This is an optimization exercise on Yosys and OpenROAD, whose aim is small area and a short achievable clock period, not a production implementation.
Only simulation tests tie the RTL to the original design; equivalence was not proved.

## flow/design.v (module list and top-level ports; edited modules follow where they fit)
// module ntt4point: 1566 lines
// module ntt_fa: 4 lines
module ntt4point(
    input clk, rst,
    input [15:0] in0, in1, in2, in3,
    output [15:0] out0, out1, out2, out3
);
  // ...
==> flow/flow/run.sh <==
#!/bin/bash
set -euo pipefail
cd "$(dirname "$0")/.."
cat >> config.mk <<'EOC'
export SYNTH_ARGS = -noabc
export SYNTH_KEEP_MODULES = ntt_fa
export DONT_USE_CELLS += sky130_fd_sc_hd__ha_1
export BUFFER_PORTS_ARGS = -buffer_cell sky130_fd_sc_hd__buf_1
export CTS_BUF_LIST = sky130_fd_sc_hd__clkbuf_8
export SETUP_SLACK_MARGIN = 39.8
EOC
bash standard.sh > standard_flow.log 2>&1
==> flow/standard.sh <==
#!/bin/bash
# synth_recipe.tcl (not shown) runs the flow's synth.tcl, then flattens the netlist and writes it again
# the make line also repeats each setting of config.mk as NAME=value (left out here)
make -C /OpenROAD-flow-scripts/flow DESIGN_CONFIG=/design/flow/config.mk WORK_HOME=/design/flow/orfs CLKGATE_MAP_FILE= SYNTH_SCRIPT=/design/flow/synth_recipe.tcl "${@:-finish}"
==> flow/config.mk <==
export PLATFORM = sky130hd
export DESIGN_NAME = ntt4point
export DESIGN_NICKNAME = ntt4point
export VERILOG_FILES = /design/flow/design.v
export SDC_FILE = /design/flow/constraint.sdc
export NUM_CORES = 4
export LEC_CHECK = 0
export CAP_MARGIN = 20
export CORE_MARGIN = 2
export CORE_UTILIZATION = 40
export SLEW_MARGIN = 20
export SYNTH_ARGS = -noabc
export SYNTH_KEEP_MODULES = ntt_fa
export DONT_USE_CELLS += sky130_fd_sc_hd__ha_1
export BUFFER_PORTS_ARGS = -buffer_cell sky130_fd_sc_hd__buf_1
export CTS_BUF_LIST = sky130_fd_sc_hd__clkbuf_8
export SETUP_SLACK_MARGIN = 39.8
==> flow/constraint.sdc <==
create_clock -name core_clock -period 60.0 [get_ports {clk}]
set_input_delay 12.0000 -clock core_clock [delete_from_list [all_inputs] [get_ports {clk}]]
set_output_delay 12.0000 -clock core_clock [all_outputs]
set_load 0.01 [all_outputs]
==> results.toml, run 1 <==
[global_route]
use_met3_pct = 3.85
grt_max_degree = 60
antenna_found_initial = 0
grt_use_met1_pct = 29.5
grt-busiest-layer = "met1"

[logic_synthesis]
synth_xor_area_share_pct = 5.63
yosysTopAreaCell = "fa_1"
synth-compound-area-share_pct = 9.18
synthesis.instances = 1028
synthTopCellsByCount = "fa_1 (346), inv_1 (124), nor2_1 (79)"
synth_seq_cells = 52
synth_mux_area_share_pct = 1.42

[outcome]
status = "complete, no violations"

[drt]
drcViolationCount = 0
vias = 7895
wl_met2_um = 12600
via_per_inst = 5.16

[layout]
clk_share_pct = 0.740
final-seq-area_um2 = 1040
final_cells = 1529
postLayoutCellArea_um2 = 13000
multi_input_gates = 832
seq_share_pct = 8.00

[place]
dp_hpwl_um = 24800
io_buffer_count = 105
place_congestion = 0.925
pre_cts_ws_ps = 38390

[sta]
holdWs_ps = 12230
drv_slew = 0
fmax_mhz = 50.1
final.min_clock_period_ps = 19940

[die]
ios = 130
rows = 62

[worst_hold_path]
min_path_type = "input pin to register"

[flow_run]
cap_viol_max_count = 0

[critical_path]
arrival_ps = 20170
endpoint_kind = "register"
cpMostUsedCell = "fa_1"
==> run 2: changes to the inputs <==
==> flow/flow/run.sh (replaced) <==
#!/bin/bash
set -euo pipefail
cd "$(dirname "$0")/.."
cat >> config.mk <<'EOC'
export SYNTH_ARGS = -noabc
export SYNTH_KEEP_MODULES = ntt_fa
export BUFFER_PORTS_ARGS = -buffer_cell sky130_fd_sc_hd__buf_1
export DONT_USE_CELLS += sky130_fd_sc_hd__ha_1
export SETUP_SLACK_MARGIN = 39.8
EOC
bash standard.sh > standard_flow.log 2>&1
--- a/flow/config.mk
+++ b/flow/config.mk
@@ -13,5 +13,4 @@
 export SYNTH_KEEP_MODULES = ntt_fa
+export BUFFER_PORTS_ARGS = -buffer_cell sky130_fd_sc_hd__buf_1
 export DONT_USE_CELLS += sky130_fd_sc_hd__ha_1
-export BUFFER_PORTS_ARGS = -buffer_cell sky130_fd_sc_hd__buf_1
-export CTS_BUF_LIST = sky130_fd_sc_hd__clkbuf_8
 export SETUP_SLACK_MARGIN = 39.8
==> results.toml, run 2 <==
[sta]
setup_viol = 0
grt_setup_unrepaired = "yes"
finalCritPeriodShare_pct = 33.2
tightest_slew_ps = 663
fmax_mhz = 50.2
final.min_clock_period_ps = 19920
relSlewSlack_pct = 55.7
tns_ps = 0
hold_violations = 0
drv_slew = 0

[layout]
syn2layout_area_growth_pct = 11.5
final-seq-area_um2 = 1040
final_common_cell = "fa_1"
nNetsFinal = 1555
mostFrequentLayoutCells = "fa_1 (332), inv_1 (120), nor2_1 (78)"
drive_gt1_share_pct = 11.8
multi_input_comb_area_um2 = 10300
utilization_pct = 45.5
n_antenna_cell = 0
fillCellCount = 2706

[logic_synthesis]
synth.most_common_cell = "fa_1"
synthesis.instances = 1028
async_flop_share_pct = 0
synthFlopType = "dfxtp_1"
yosysTopAreaCellShare_pct = 59.1
syn_area_per_cell_um2 = 11.4
seq_area_frac_synth_pct = 8.87
synth_seq_cells = 52
yosysTopAreaCell = "fa_1"
yosys_warnings = 1
yosys-top-cells-area = "fa_1 (59%), dfxtp_1 (8.9%), inv_1 (4.0%)"
synthesis.area_um2 = 11700
yosysUniqueCellTypes = 82
synth_edf_count = 0
synthTopCellsByCount = "fa_1 (346), inv_1 (124), nor2_1 (79)"

[global_route]
grt_pass1_vias = 8414
grt_usage_pct = 19.5
gr-total-overflow = 0
grt_pass1_wl_um = 45700
grt_max_degree = 60
antenna_found_initial = 0

[clock_network]
htree_levels = 2
cts_sinks = 52
postCtsHoldBufs = 0
clockBufferDepth = 2
path_clk_slew_ps = 60
numCtsBuffers = 5
cts_tree = "yes"
cts_root_buf = "clkbuf_16"

[place]
dp_hpwl_um = 24800
place_congestion = 0.925
io_buffer_count = 105

[die]
rows = 62
die_w_um = 175
core_um2 = 28800
ios = 130
die_h_um = 175
initial_utilization_pct = 40.8
dieArea_um2 = 30700

[drt]
antenna_left = 0
wl_met2_um = 12700
first_pass_iters = 5
vias = 7889
drtIter0Drc = 521
via_per_inst = 5.17
wl_per_cell_um = 18.5
drcViolationCount = 0
wl_met3_um = 1770
dr.max_layer_used = "met4"
postRouteWirelength_um = 28200
drt-met1-wl_um = 13500

[critical_path]
path_max_fanout = 5
start_kind = "input pin"
arrival_ps = 20120
critPathKind = "input pin to register"
worstPathRequired_ps = 60190
endpoint_kind = "register"

[worst_hold_path]
min_path_type = "input pin to register"

[flow_run]
cap_viol_max_count = 0

[outcome]
status = "complete, no violations"
## run 2: cell counts after synthesis
No cell type changed its count.
## run 2: logic make-up (layout without fill, tap and decap cells)
family | after synthesis | after routing | synth area share (%)
adders and majority gates | 354 | 354 | 59.8
and+or+nand+nor | 229 | 229 | 9.63
buffers and inverters | 156 | 259 | 5.45
AOI/OAI and AO/OA | 148 | 149 | 9.18
xor gates and xnor gates | 72 | 72 | 5.63
DFF | 52 | 52 | 8.87
muxes | 16 | 16 | 1.42
other | 1 | 12 | 0.0320
## run 2: worst max-delay path, cell delays in order
cell,delay (ps)
buf_1,150
fa_1,450
fa_1,460
fa_1,530
fa_1,410
fa_1,420
fa_1,390
fa_1,400
fa_2,590
inv_1,70
fa_2,370
fa_2,440
and2_1,170
fa_1,410
maj3_2,370
a211oi_4,300
o211ai_1,140
inv_1,110
fa_1,220
inv_1,80
or4_4,560
nand4_1,190
nand2_1,110
and2_4,190
a211oi_4,260
mux2_1,340
## run 2: stage by stage
stage	cell area, um2	setup slack [ps]	instances	hold WS, ps
3_5_place_dp	12500	38390	1498	12390
5_1_grt	13100	39760	1527	12330
4_1_cts	12800	39800	1513	12260
3_3_place_gp	12500	38510	1498	12390
6_report	13100	40080	1527	12260
2_1_floorplan	11800	40020	1039	12220
## run 2: worst paths after layout
check	depth (start not counted)	to	slack, ps	start
max	26	r2[7]$_SDFF_PP0_	40080	in2[0]
min	3	r3[6]$_SDFF_PP0_	12260	rst
## run 2: per-module statistics from Yosys (local to each module, per instance)
module / area (um2) / flops+latches / cells
ntt4point: 4940 / 52 / 689
ntt_fa: 20.0 / 0 / 1
## run 2: what timing repair did
action | 4_1_cts | 5_1_grt
buffers inserted | 8 | 13
pin swaps | 3 | 13
cloned | 0 | 1
endpoints found under the setup margin | 44 | 43
gates resized for setup | 47 | 54
## run 2: final cells by class
| cell class | count | share of cell area, % |
|---|---|---|
| multi-input combinational | 832 | 78.7 |
| tap | 384 | 3.67 |
| timing repair buffer | 128 | 4.84 |
| inverter | 124 | 3.62 |
| clock buffer | 7 | 1.17 |
| sequential | 52 | 7.96 |
## run 2: per-layer routing
layer,vias to the layer above,track usage (%)
met2,219,29.3
met3,14,3.92
li1,3515,-
met4,0,3.96
met1,4141,29.6
met5,-,0
==> run 3: changes to the inputs <==
==> flow/flow/run.sh (replaced) <==
#!/bin/bash
set -euo pipefail
cd "$(dirname "$0")/.."
cat >> config.mk <<'EOC'
export SYNTH_ARGS = -noabc
export SYNTH_KEEP_MODULES = ntt_fa
export DONT_USE_CELLS += sky130_fd_sc_hd__ha_1
export BUFFER_PORTS_ARGS = -buffer_cell sky130_fd_sc_hd__buf_1
export CTS_BUF_LIST = sky130_fd_sc_hd__clkbuf_8
export SETUP_SLACK_MARGIN = 40.2
EOC
bash standard.sh > standard_flow.log 2>&1
--- a/flow/config.mk
+++ b/flow/config.mk
@@ -13,4 +13,5 @@
 export SYNTH_KEEP_MODULES = ntt_fa
+export DONT_USE_CELLS += sky130_fd_sc_hd__ha_1
 export BUFFER_PORTS_ARGS = -buffer_cell sky130_fd_sc_hd__buf_1
-export DONT_USE_CELLS += sky130_fd_sc_hd__ha_1
-export SETUP_SLACK_MARGIN = 39.8
+export CTS_BUF_LIST = sky130_fd_sc_hd__clkbuf_8
+export SETUP_SLACK_MARGIN = 40.2
==> results.toml, run 3 <==
[logic_synthesis]
synth_mux_area_share_pct = 1.42
syn_area_per_cell_um2 = 11.4
yosysTopAreaCellShare_pct = 59.1
synthFlopType = "dfxtp_1"
seq_area_frac_synth_pct = 8.87
synth.most_common_cell = "fa_1"
synth-compound-area-share_pct = 9.18
yosys-top-cells-area = "fa_1 (59%), dfxtp_1 (8.9%), inv_1 (4.0%)"
synth_edf_count = 0
async_flop_share_pct = 0
synthAdderAreaFrac_pct = 59.8
synth_top_family_by_area = "adder cells"
synthTopCellsByCount = "fa_1 (346), inv_1 (124), nor2_1 (79)"
yosys_warnings = 1
synthesis.instances = 1028
synth_xor_area_share_pct = 5.63
synthSimpleGateAreaFrac_pct = 9.63
synthesis.area_um2 = 11700
yosysUniqueCellTypes = 82
yosysTopAreaCell = "fa_1"
synth_seq_cells = 52

[sta]
finalCritPeriodShare_pct = 32.6
holdWs_ps = 12230
fmax_mhz = 51.1
relSlewSlack_pct = 56.5
tightest_slew_ps = 650
tns_ps = 0
drv_slew = 0
final.min_clock_period_ps = 19560
setup_viol = 0
hold_violations = 0
grt_setup_unrepaired = "no"

[critical_path]
start_kind = "input pin"
critPathKind = "input pin to register"
endpoint_kind = "register"
slowest_delay_ps = 620
arrival_ps = 19790
cpMostUsedCell = "fa_2"
path_max_fanout = 5
path_buf_inv = 5
worstPathRequired_ps = 60230
cpLargestDelayFamily = "adder cells"
cp.depth = 27
crit_slowest_cell = "fa_2"

[global_route]
grt_usage_pct = 19.6
gr-total-overflow = 0
antenna_found_initial = 0
grt_pass1_vias = 8504
grt_pass1_wl_um = 46000
grt_max_degree = 60

[place]
placed_area_um2 = 12500
dp_hpwl_um = 24800
io_buffer_count = 105
place_congestion = 0.911

[clock_network]
cts_root_buf = "clkbuf_8"
postCtsHoldBufs = 0
clockBufferDepth = 2
numCtsBuffers = 5
path_clk_slew_ps = 90
cts_tree = "yes"
htree_levels = 2
cts_sinks = 52

[die]
initial_utilization_pct = 40.8
core_um2 = 28800
rows = 62
dieArea_um2 = 30700
die_w_um = 175
ios = 130
die_h_um = 175

[layout]
n_antenna_cell = 0
mostFrequentLayoutCells = "fa_1 (290), inv_1 (115), nor2_1 (77)"
multi_input_comb_area_um2 = 10400
final-seq-area_um2 = 1040
final_common_cell = "fa_1"
postLayoutCellArea_um2 = 13400
syn2layout_area_growth_pct = 14.5
fillCellCount = 2687
nNetsFinal = 1583
drive_gt1_share_pct = 18.9

[outcome]
status = "complete, no violations"

[drt]
drtIter0Drc = 483
antenna_left = 0
vias = 8073
postRouteWirelength_um = 28800
wl_per_cell_um = 18.5
first_pass_iters = 6
via_per_inst = 5.19
drcViolationCount = 0

[flow_run]
cap_viol_max_count = 0

[worst_hold_path]
min_path_type = "input pin to register"
hold_depth = 3
## run 3: cell counts after synthesis
Identical to the previous run, type by type.
## run 3: Yosys stat by module (local to each module, per instance)
module / cells inside / copies in the design / cell area (um2)
ntt4point: 689 / 1 / 4940
ntt_fa: 1 / 339 / 20.0
## run 3: through the flow
| stage | utilization (%) | std cells | setup slack (ps) |
|---|---|---|---|
| 4_1_cts | 44.9 | 1524 | 40190 |
| 2_1_floorplan | - | 1039 | 40180 |
| 6_report | 46.7 | 1555 | 40440 |
| 3_5_place_dp | 43.5 | 1499 | 38560 |
| 5_1_grt | 46.7 | 1555 | 40200 |
| 3_3_place_gp | 43.5 | 1499 | 38580 |
## run 3: cell families after synthesis
group,count (synthesis)
AO/OA/AOI/OAI,148
multiplexers,16
other,1
flip-flops,52
AND/OR/NAND/NOR,229
XOR/XNOR,72
adder cells (fa/ha/maj),354
buffers and inverters,156
## run 3: final cells by class
| cell class | count | area share (%) |
|---|---|---|
| Timing Repair Buffer | 157 | 6.83 |
| Clock buffer | 5 | 0.512 |
| Sequential cell | 52 | 7.75 |
| Clock inverter | 2 | 0.0652 |
| Inverter | 124 | 3.55 |
| Tap cell | 384 | 3.58 |
| Multi-Input combinational cell | 831 | 77.7 |
## run 3: what timing repair did
item / CTS / global route
setup buffers: 18 / 31
gates resized for setup: 80 / 97
endpoints found under the setup margin: 51 / 43
pin swaps: 15 / 42
## run 3: final timing paths
check	from	endpoint
setup / recovery	in2[7]	r2[7]$_SDFF_PP0_
hold / removal	rst	r3[4]$_SDFF_PP0_
## run 3: routing by layer
layer | wire length (um) | vias to the layer above | GRT usage, %
met4 | 429 | 0 | 4.72
met2 | 13100 | 256 | 29.8
li1 | - | 3578 | -
met5 | 0 | - | 0
met3 | 1710 | 17 | 3.44
met1 | 13500 | 4222 | 29.3
## run 3: worst min-delay path, cell delays in order
cell and delay (ps):
clkbuf_2 80, buf_4 300, nor2_1 150
==> run 4: changes to the inputs <==
--- a/flow/flow/run.sh
+++ b/flow/flow/run.sh
@@ -9,3 +9,3 @@
 export CTS_BUF_LIST = sky130_fd_sc_hd__clkbuf_8
-export SETUP_SLACK_MARGIN = 40.2
+export SETUP_SLACK_MARGIN = 38.6
 EOC
--- a/flow/config.mk
+++ b/flow/config.mk
@@ -16,2 +16,2 @@
 export CTS_BUF_LIST = sky130_fd_sc_hd__clkbuf_8
-export SETUP_SLACK_MARGIN = 40.2
+export SETUP_SLACK_MARGIN = 38.6
==> results.toml, run 4 <==
[drt]
antenna_left = 0
wl_per_cell_um = 18.4
first_pass_iters = 5
dr.max_layer_used = "met4"
via_per_inst = 5.18
vias = 7794
drtIter0Drc = 547
wl_met2_um = 12300
postRouteWirelength_um = 27700
wl_met3_um = 1870
drcViolationCount = 0
drt-met1-wl_um = 13200

[clock_network]
numCtsBuffers = 5
cts_root_buf = "clkbuf_8"
postCtsHoldBufs = 0
path_clk_slew_ps = 90
cts_tree = "yes"
clockBufferDepth = 2
cts_sinks = 52
cts_setup_buffers = 0
htree_levels = 2

[place]
io_buffer_count = 105
dp_hpwl_um = 24800
place_congestion = 0.925

[worst_hold_path]
hp-start = "rst"
hold_depth = 3
hold_end = "r3[0]$_SDFF_PP0_"
min_path_type = "input pin to register"

[die]
ios = 130
initial_utilization_pct = 40.8
core_um2 = 28800
rows = 62
die_w_um = 175
dieArea_um2 = 30700
die_h_um = 175

[outcome]
status = "complete, no violations"

[logic_synthesis]
synth_edf_count = 0
synth.most_common_cell = "fa_1"
syn_area_per_cell_um2 = 11.4
async_flop_share_pct = 0
synth_seq_cells = 52
yosysTopAreaCellShare_pct = 59.1
yosysTopAreaCell = "fa_1"
yosys_warnings = 1
synthFlopType = "dfxtp_1"
synthesis.area_um2 = 11700
yosys-top-cells-area = "fa_1 (59%), dfxtp_1 (8.9%), inv_1 (4.0%)"
yosysUniqueCellTypes = 82
synthTopCellsByCount = "fa_1 (346), inv_1 (124), nor2_1 (79)"
synthesis.instances = 1028
seq_area_frac_synth_pct = 8.87

[critical_path]
critPathKind = "input pin to register"
path_max_fanout = 13
arrival_ps = 21130
endpoint_kind = "register"
start_kind = "input pin"
worstPathRequired_ps = 60220

[global_route]
grt_max_degree = 60
grt_usage_pct = 19.4
gr-total-overflow = 0
grt_pass1_vias = 8377
antenna_found_initial = 0
grt_pass1_wl_um = 45500

[layout]
nNetsFinal = 1533
mostFrequentLayoutCells = "fa_1 (346), inv_1 (124), buf_1 (98)"
drive_gt1_share_pct = 4.64
fillCellCount = 2742
n_antenna_cell = 0
syn2layout_area_growth_pct = 7.43
final_common_cell = "fa_1"
final-seq-area_um2 = 1040
multi_input_comb_area_um2 = 10100

[sta]
grt_setup_unrepaired = "yes"
setup_viol = 0
fmax_mhz = 47.8
hold_violations = 0
tightest_slew_ps = 856
holdWs_ps = 12230
final.min_clock_period_ps = 20910
relSlewSlack_pct = 42.9
drv_slew = 0
finalCritPeriodShare_pct = 34.9
tns_ps = 0

[flow_run]
cap_viol_max_count = 0
run 4: worst max path at each step:
stage | startpoint | end | slack [ps]
floorplan | in2[2] | r0[6]$_SDFF_PP0_ | 40020
global placement | in3[0] | r0[5]$_SDFF_PP0_ | 38510
detailed placement | in3[0] | r0[6]$_SDFF_PP0_ | 38390
CTS | in3[0] | r0[6]$_SDFF_PP0_ | 38690
global route | in3[8] | r0[5]$_SDFF_PP0_ | 38590
finish | in1[7] | r3[9]$_SDFF_PP0_ | 39090
run 4: final cells by class:
| type | count | share of cell area [%] |
|---|---|---|
| repair buffers | 107 | 3.32 |
| flip-flops and latches | 52 | 8.26 |
| inverters | 124 | 3.69 |
| well taps | 384 | 3.81 |
| clock buffers | 7 | 0.764 |
| multi-input cells | 831 | 80.2 |
run 4: stage by stage:
stage | setup slack, ps | instances | cell area, um2 | util [%]
floorplan | 40020 | 1039 | 11800 | -
global placement | 38510 | 1498 | 12500 | 43.4
detailed placement | 38390 | 1498 | 12500 | 43.4
CTS | 38690 | 1505 | 12600 | 43.7
global route | 38590 | 1505 | 12600 | 43.8
finish | 39090 | 1505 | 12600 | 43.8
run 4: kinds of logic (layout without fill, tap and decap cells):
logic type	Yosys count	in the layout	synth area share, %
adders and majority gates	354	354	59.8
and+or+nand+nor	229	229	9.63
buffers and inverters	156	238	5.45
AOI/OAI and AO/OA	148	148	9.18
xor gates and xnor gates	72	72	5.63
DFF	52	52	8.87
muxes	16	16	1.42
other	1	12	0.0320
run 4: modules after synthesis, one instance, submodules excluded:
module,flip-flops and latches,cells
ntt4point,52,689
ntt_fa,0,1
run 4: critical path, stage by stage:
cell and delay (ps):
buf_1 570, fa_1 560, fa_1 400, fa_1 490, fa_1 390, fa_1 390
fa_1 510, and2_1 200, fa_1 390, fa_1 460, fa_1 410, fa_1 400
fa_1 370, inv_1 80, fa_1 500, inv_1 110, and2_1 140, fa_1 470
nor3_1 550, a41oi_1 220, o2111a_1 310, o21ai_2 510, a41oi_1 90, o221ai_1 230
mux2_2 360
run 4: timing repair:
| item | 4_1_cts | 5_1_grt |
|---|---|---|
| gates resized for setup | 0 | 10 |
| endpoints found under the setup margin | 0 | 16 |
| hold endpoints to repair | 0 | 0 |
run 4: per-layer routing:
| layer | GRT usage, % | vias up |
|---|---|---|
| met5 | 0 | - |
| met4 | 4.13 | 0 |
| met3 | 4.13 | 13 |
| met2 | 28.9 | 236 |
| met1 | 29.3 | 4070 |
| li1 | - | 3475 |
==> run 5: changes to the inputs <==
--- a/flow/flow/run.sh
+++ b/flow/flow/run.sh
@@ -9,3 +9,3 @@
 export CTS_BUF_LIST = sky130_fd_sc_hd__clkbuf_8
-export SETUP_SLACK_MARGIN = 38.6
+export SETUP_SLACK_MARGIN = 39.0
 EOC
--- a/flow/config.mk
+++ b/flow/config.mk
@@ -16,2 +16,2 @@
 export CTS_BUF_LIST = sky130_fd_sc_hd__clkbuf_8
-export SETUP_SLACK_MARGIN = 38.6
+export SETUP_SLACK_MARGIN = 39.0
==> results.toml, run 5 <==
[clock_network]
htree_levels = 2
clockBufferDepth = 2
postCtsHoldBufs = 0
path_clk_slew_ps = 90
numCtsBuffers = 5
cts_tree = "yes"
cts_sinks = 52
cts_setup_buffers = 0
cts_root_buf = "clkbuf_8"

[global_route]
use_met3_pct = 4.13
grt_usage_pct = 19.4
grt_max_degree = 60
grt_pass1_wl_um = 45500
gr-total-overflow = 0
antenna_found_initial = 0
grt-busiest-layer = "met1"
grt_use_met1_pct = 29.3
grt_pass1_vias = 8377
grt.met2_usage_pct = 28.9

[die]
initial_utilization_pct = 40.8
ios = 130
die_h_um = 175
core_um2 = 28800
dieArea_um2 = 30700
die_w_um = 175
rows = 62

[sta]
timing.final.ws_setup_ps = 39450
setup_viol = 0
tightest_slew_ps = 864
hold_violations = 0
fmax_mhz = 48.7
relSlewSlack_pct = 42.4
final.min_clock_period_ps = 20550
finalCritPeriodShare_pct = 34.3
tns_ps = 0
drv_slew = 0
grt_setup_unrepaired = "no"

[critical_path]
critPathKind = "input pin to register"
worstPathRequired_ps = 60250
setup.worst_path.start = "in3[0]"
start_kind = "input pin"
path_max_fanout = 10
arrival_ps = 20800
endpoint_kind = "register"

[worst_hold_path]
hold_depth = 3
hp-start = "rst"
min_path_type = "input pin to register"
hold_end = "r3[6]$_SDFF_PP0_"

[layout]
multi_input_comb_area_um2 = 10100
n_antenna_cell = 0
final-seq-area_um2 = 1040
mostFrequentLayoutCells = "fa_1 (345), inv_1 (124), buf_1 (92)"
nNetsFinal = 1533
drive_gt1_share_pct = 5.53
final_common_cell = "fa_1"
syn2layout_area_growth_pct = 7.91
fillCellCount = 2728

[drt]
postRouteWirelength_um = 27700
via_per_inst = 5.16
first_pass_iters = 5
vias = 7765
drtIter0Drc = 514
drcViolationCount = 0
wl_per_cell_um = 18.4
antenna_left = 0

[logic_synthesis]
synth.most_common_cell = "fa_1"
synthFlopType = "dfxtp_1"
synthTopCellsByCount = "fa_1 (346), inv_1 (124), nor2_1 (79)"
yosys-top-cells-area = "fa_1 (59%), dfxtp_1 (8.9%), inv_1 (4.0%)"
yosysTopAreaCellShare_pct = 59.1
yosysUniqueCellTypes = 82
syn_area_per_cell_um2 = 11.4
yosysTopAreaCell = "fa_1"
async_flop_share_pct = 0
yosys_warnings = 1
synthesis.area_um2 = 11700
seq_area_frac_synth_pct = 8.87
synthesis.instances = 1028
synth_edf_count = 0
synth_seq_cells = 52

[outcome]
status = "complete, no violations"

[place]
dp_hpwl_um = 24800
place_congestion = 0.925
io_buffer_count = 105
pre_cts_ws_ps = 38390

[flow_run]
cap_viol_max_count = 0
-- run 5: cell types whose count changed in the layout (fill, tap and decap cells not counted), moves of 2 or more --
cell      change
a211oi_1      -2
buf_2         +4
a211oi_2      +2
buf_1         -6
-- run 5: per-layer routing --
metal	up-vias	wire, um	part of all wire [%]
li1	3472	-	-
met2	219	12300	44
met3	13	1780	6.4
met5	-	0	0
met1	4061	13300	48
met4	0	361	1.3
-- run 5: timing repair --
action                     in CTS  in global routing
setup endpoints to repair      12                 21
resized for setup               7                 17
pin swaps                       0                  0
-- run 5: cells by family (layout without fill, tap and decap cells) --
logic type      Yosys count  count (layout)  share of synthesized area [%]
buf+inv                 156             238                           5.45
xor+xnor                 72              72                           5.63
compound gates          148             148                           9.18
simple gates            229             229                           9.63
flops                    52              52                           8.87
other cells               1              12                         0.0320
mux                      16              16                           1.42
fa+ha+maj               354             354                           59.8
-- run 5: modules after synthesis (local to each module, per instance) --
| module | flops+latches | cell area, um2 | times used |
|---|---|---|---|
| ntt4point | 52 | 4940 | 1 |
| ntt_fa | 0 | 20.0 | 339 |
-- run 5: how the worst max path moves through the flow --
stage	endpoint	slack (ps)	cells past startpoint
floorplan	r0[6]$_SDFF_PP0_	40020	27
global placement	r0[5]$_SDFF_PP0_	38510	27
detailed placement	r0[6]$_SDFF_PP0_	38390	26
CTS	r0[6]$_SDFF_PP0_	39030	26
global route	r0[8]$_SDFF_PP0_	39030	26
finish	r0[8]$_SDFF_PP0_	39450	26
-- run 5: layout make-up --
class	count	share of cell area [%]
Inverter	124	3.68
Sequential cell	52	8.22
Multi-Input combinational cell	831	80.1
Timing Repair Buffer	107	3.41
Tap cell	384	3.80
Clock buffer	7	0.761
-- run 5: worst max-delay path, stage by stage --
cell	delay [ps]
buf_2	240
inv_1	240
fa_1	450
fa_1	390
fa_1	480
fa_1	540
fa_1	440
fa_1	390
fa_1	470
or2_2	350
fa_1	520
fa_1	410
fa_1	400
fa_1	410
fa_1	370
inv_1	70
fa_2	320
a41oi_1	200
o31ai_2	370
a21oi_1	190
o31ai_4	370
maj3_1	300
o2bb2ai_1	270
nor2_1	110
or3_1	320
a21oi_1	170
-- run 5: through the flow --
| step | instance area (um2) | cells | hold slack [ps] | util (%) |
|---|---|---|---|---|
| floorplan | 11800 | 1039 | 12220 | - |
| global placement | 12500 | 1498 | 12390 | 43.4 |
| detailed placement | 12500 | 1498 | 12390 | 43.4 |
| CTS | 12600 | 1505 | 12220 | 43.8 |
| global route | 12700 | 1505 | 12290 | 44.0 |
| finish | 12700 | 1505 | 12230 | 44.0 |
==> run 6: changes to the inputs <==
--- a/flow/flow/run.sh
+++ b/flow/flow/run.sh
@@ -9,3 +9,3 @@
 export CTS_BUF_LIST = sky130_fd_sc_hd__clkbuf_8
-export SETUP_SLACK_MARGIN = 39.0
+export SETUP_SLACK_MARGIN = 39.4
 EOC
--- a/flow/config.mk
+++ b/flow/config.mk
@@ -16,2 +16,2 @@
 export CTS_BUF_LIST = sky130_fd_sc_hd__clkbuf_8
-export SETUP_SLACK_MARGIN = 39.0
+export SETUP_SLACK_MARGIN = 39.4
==> results.toml, run 6 <==
[outcome]
status = "complete, no violations"

[die]
ios = 130
core_um2 = 28800
die_h_um = 175
initial_utilization_pct = 40.8
rows = 62
die_w_um = 175
dieArea_um2 = 30700

[global_route]
gr-total-overflow = 0
grt_usage_pct = 19.4
grt_pass1_vias = 8385
antenna_found_initial = 0
grt_max_degree = 60
grt_pass1_wl_um = 45500

[drt]
postRouteWirelength_um = 27800
via_per_inst = 5.14
vias = 7773
wl_per_cell_um = 18.4
antenna_left = 0
drcViolationCount = 0
first_pass_iters = 5
drtIter0Drc = 541

[sta]
hold_violations = 0
tightest_slew_ps = 778
final.min_clock_period_ps = 20280
finalCritPeriodShare_pct = 33.8
grt_setup_unrepaired = "no"
drv_slew = 0
fmax_mhz = 49.3
tns_ps = 0
setup_viol = 0
relSlewSlack_pct = 48.2

[layout]
final_cells = 1512
drive_gt1_share_pct = 7.98
multi_input_comb_area_um2 = 10200
syn2layout_area_growth_pct = 8.93
fillCellCount = 2726
mostFrequentLayoutCells = "fa_1 (344), inv_1 (122), nor2_1 (79), buf_1 (79), dfxtp_1 (52)"
final-seq-area_um2 = 1040
final_common_cell = "fa_1"
n_antenna_cell = 0
nNetsFinal = 1540

[critical_path]
path_max_fanout = 13
worstPathRequired_ps = 60220
crit_slowest_cell = "fa_1"
slowest_delay_ps = 510
endpoint_kind = "register"
start_kind = "input pin"
arrival_ps = 20500
cpMostUsedCell = "fa_1"
critPathKind = "input pin to register"

[place]
dp_cells = 1498
io_buffer_count = 105
place_congestion = 0.925
dp_hpwl_um = 24800

[logic_synthesis]
async_flop_share_pct = 0
synthTopCellsByCount = "fa_1 (346), inv_1 (124), nor2_1 (79)"
synth.most_common_cell = "fa_1"
seq_area_frac_synth_pct = 8.87
synthFlopType = "dfxtp_1"
synth_seq_cells = 52
synth_edf_count = 0
yosysTopAreaCellShare_pct = 59.1
synthesis.area_um2 = 11700
yosys_warnings = 1
yosysTopAreaCell = "fa_1"
yosysUniqueCellTypes = 82
synthesis.instances = 1028
syn_area_per_cell_um2 = 11.4
yosys-top-cells-area = "fa_1 (59%), dfxtp_1 (8.9%), inv_1 (4.0%)"

[clock_network]
cts_root_buf = "clkbuf_8"
numCtsBuffers = 5
clockBufferDepth = 2
htree_levels = 2
cts_tree = "yes"
path_clk_slew_ps = 90
cts_sinks = 52

[worst_hold_path]
hold_depth = 3
min_path_type = "input pin to register"

[flow_run]
cap_viol_max_count = 0
[run 6: cell counts after synthesis]
No cell type changed its count.
[run 6: cell type report]
type	count	share of cell area [%]
inverter	124	3.70
tap	384	3.76
timing repair buffer	114	3.89
multi-input combinational	831	79.7
clock buffer	7	0.754
sequential	52	8.15
[run 6: worst paths after layout]
path	slack, ps	endpoint	start
worst min-delay path	12230	r3[0]$_SDFF_PP0_	rst
worst max-delay path	39720	r3[9]$_SDFF_PP0_	in1[5]
[run 6: routing by layer]
metal	vias up	GRT usage (%)	wire length, um
li1	3481	-	-
met1	4062	29.3	13300
met2	219	29.2	12400
met3	11	4.09	1770
met4	0	3.78	297
met5	-	0	0
[run 6: logic make-up (layout without fill, tap and decap cells)]
family                     count (synthesis)  count (layout)  share of synthesized area, %
muxes                                     16              16                          1.42
adders and majority gates                354             354                          59.8
buffers and inverters                    156             245                          5.45
and+or+nand+nor                          229             229                          9.63
DFF                                       52              52                          8.87
AOI/OAI and AO/OA                        148             148                          9.18
xor gates and xnor gates                  72              72                          5.63
other                                      1              12                        0.0320
[run 6: repair_timing]
action | in CTS | in global routing
endpoints found under the hold margin | 0 | 0
endpoints found under the setup margin | 22 | 37
pin swaps | 0 | 5
gates resized for setup | 18 | 35
hold buffers | 0 | 0
setup buffers | 0 | 7
[run 6: Yosys stat by module (local to each module, per instance)]
module | copies in the design | flops+latches | cells | cell area (um2)
ntt4point | 1 | 52 | 689 | 4940
ntt_fa | 339 | 0 | 1 | 20.0
[run 6: through the flow]
stage	setup slack, ps	utilization [%]	hold slack (ps)	cell area [um2]
after CTS	39420	43.9	12220	12600
after global routing	39390	44.4	12290	12800
after global placement	38510	43.4	12390	12500
final	39720	44.4	12230	12800
after detailed placement	38390	43.4	12390	12500
after floorplan	40020	-	12220	11800
[run 6: critical path: cells and delay by family]
| kind | cells | cell delay, ps |
|---|---|---|
| and+or+nand+nor | 3 | 720 |
| AOI/OAI and AO/OA | 5 | 1200 |
| adders and majority gates | 13 | 5740 |
| buffers and inverters | 3 | 450 |
| muxes | 1 | 360 |

[static timing again, ports no longer ideal]
No port has a modelled driver above. Below, the same layouts with a new extraction and two added sets of constraints. Step 1, drivers: a clkbuf_16 drives clk and a buf_2 each remaining input, both assumed. Step 2 also shifts input and output timing later by t, the mid clock arrival at the registers, as if the neighbouring blocks saw the same clock. Three values: ideal ports, drivers, drivers and shift; two values: the first two.
run	t (ns)	setup slack, ns	worst setup path after step 2	latest minus earliest clock arrival (ns)	slew at the worst register clock pin (ns)
run 1	0.363	40.056 / 40.069 / 39.705	input to register	0.007 / 0.007	0.09 / 0.09
run 2	0.347	40.077 / 40.095 / 39.748	input to register	0.006 / 0.006	0.06 / 0.06
run 3	0.369	40.442 / 40.453 / 40.084	input to register	0.011 / 0.011	0.09 / 0.09
run 4	0.367	39.089 / 39.105 / 38.738	input to register	0.004 / 0.004	0.09 / 0.09
run 5	0.366	39.449 / 39.469 / 39.102	input to register	0.005 / 0.005	0.09 / 0.09
run 6	0.365	39.718 / 39.739 / 39.373	input to register	0.006 / 0.005	0.09 / 0.09
After both steps setup and hold are still met in every run listed. For run 3, which loses most, drivers alone change the setup slack by +0.011 ns; drivers and shift together by -0.358 ns.
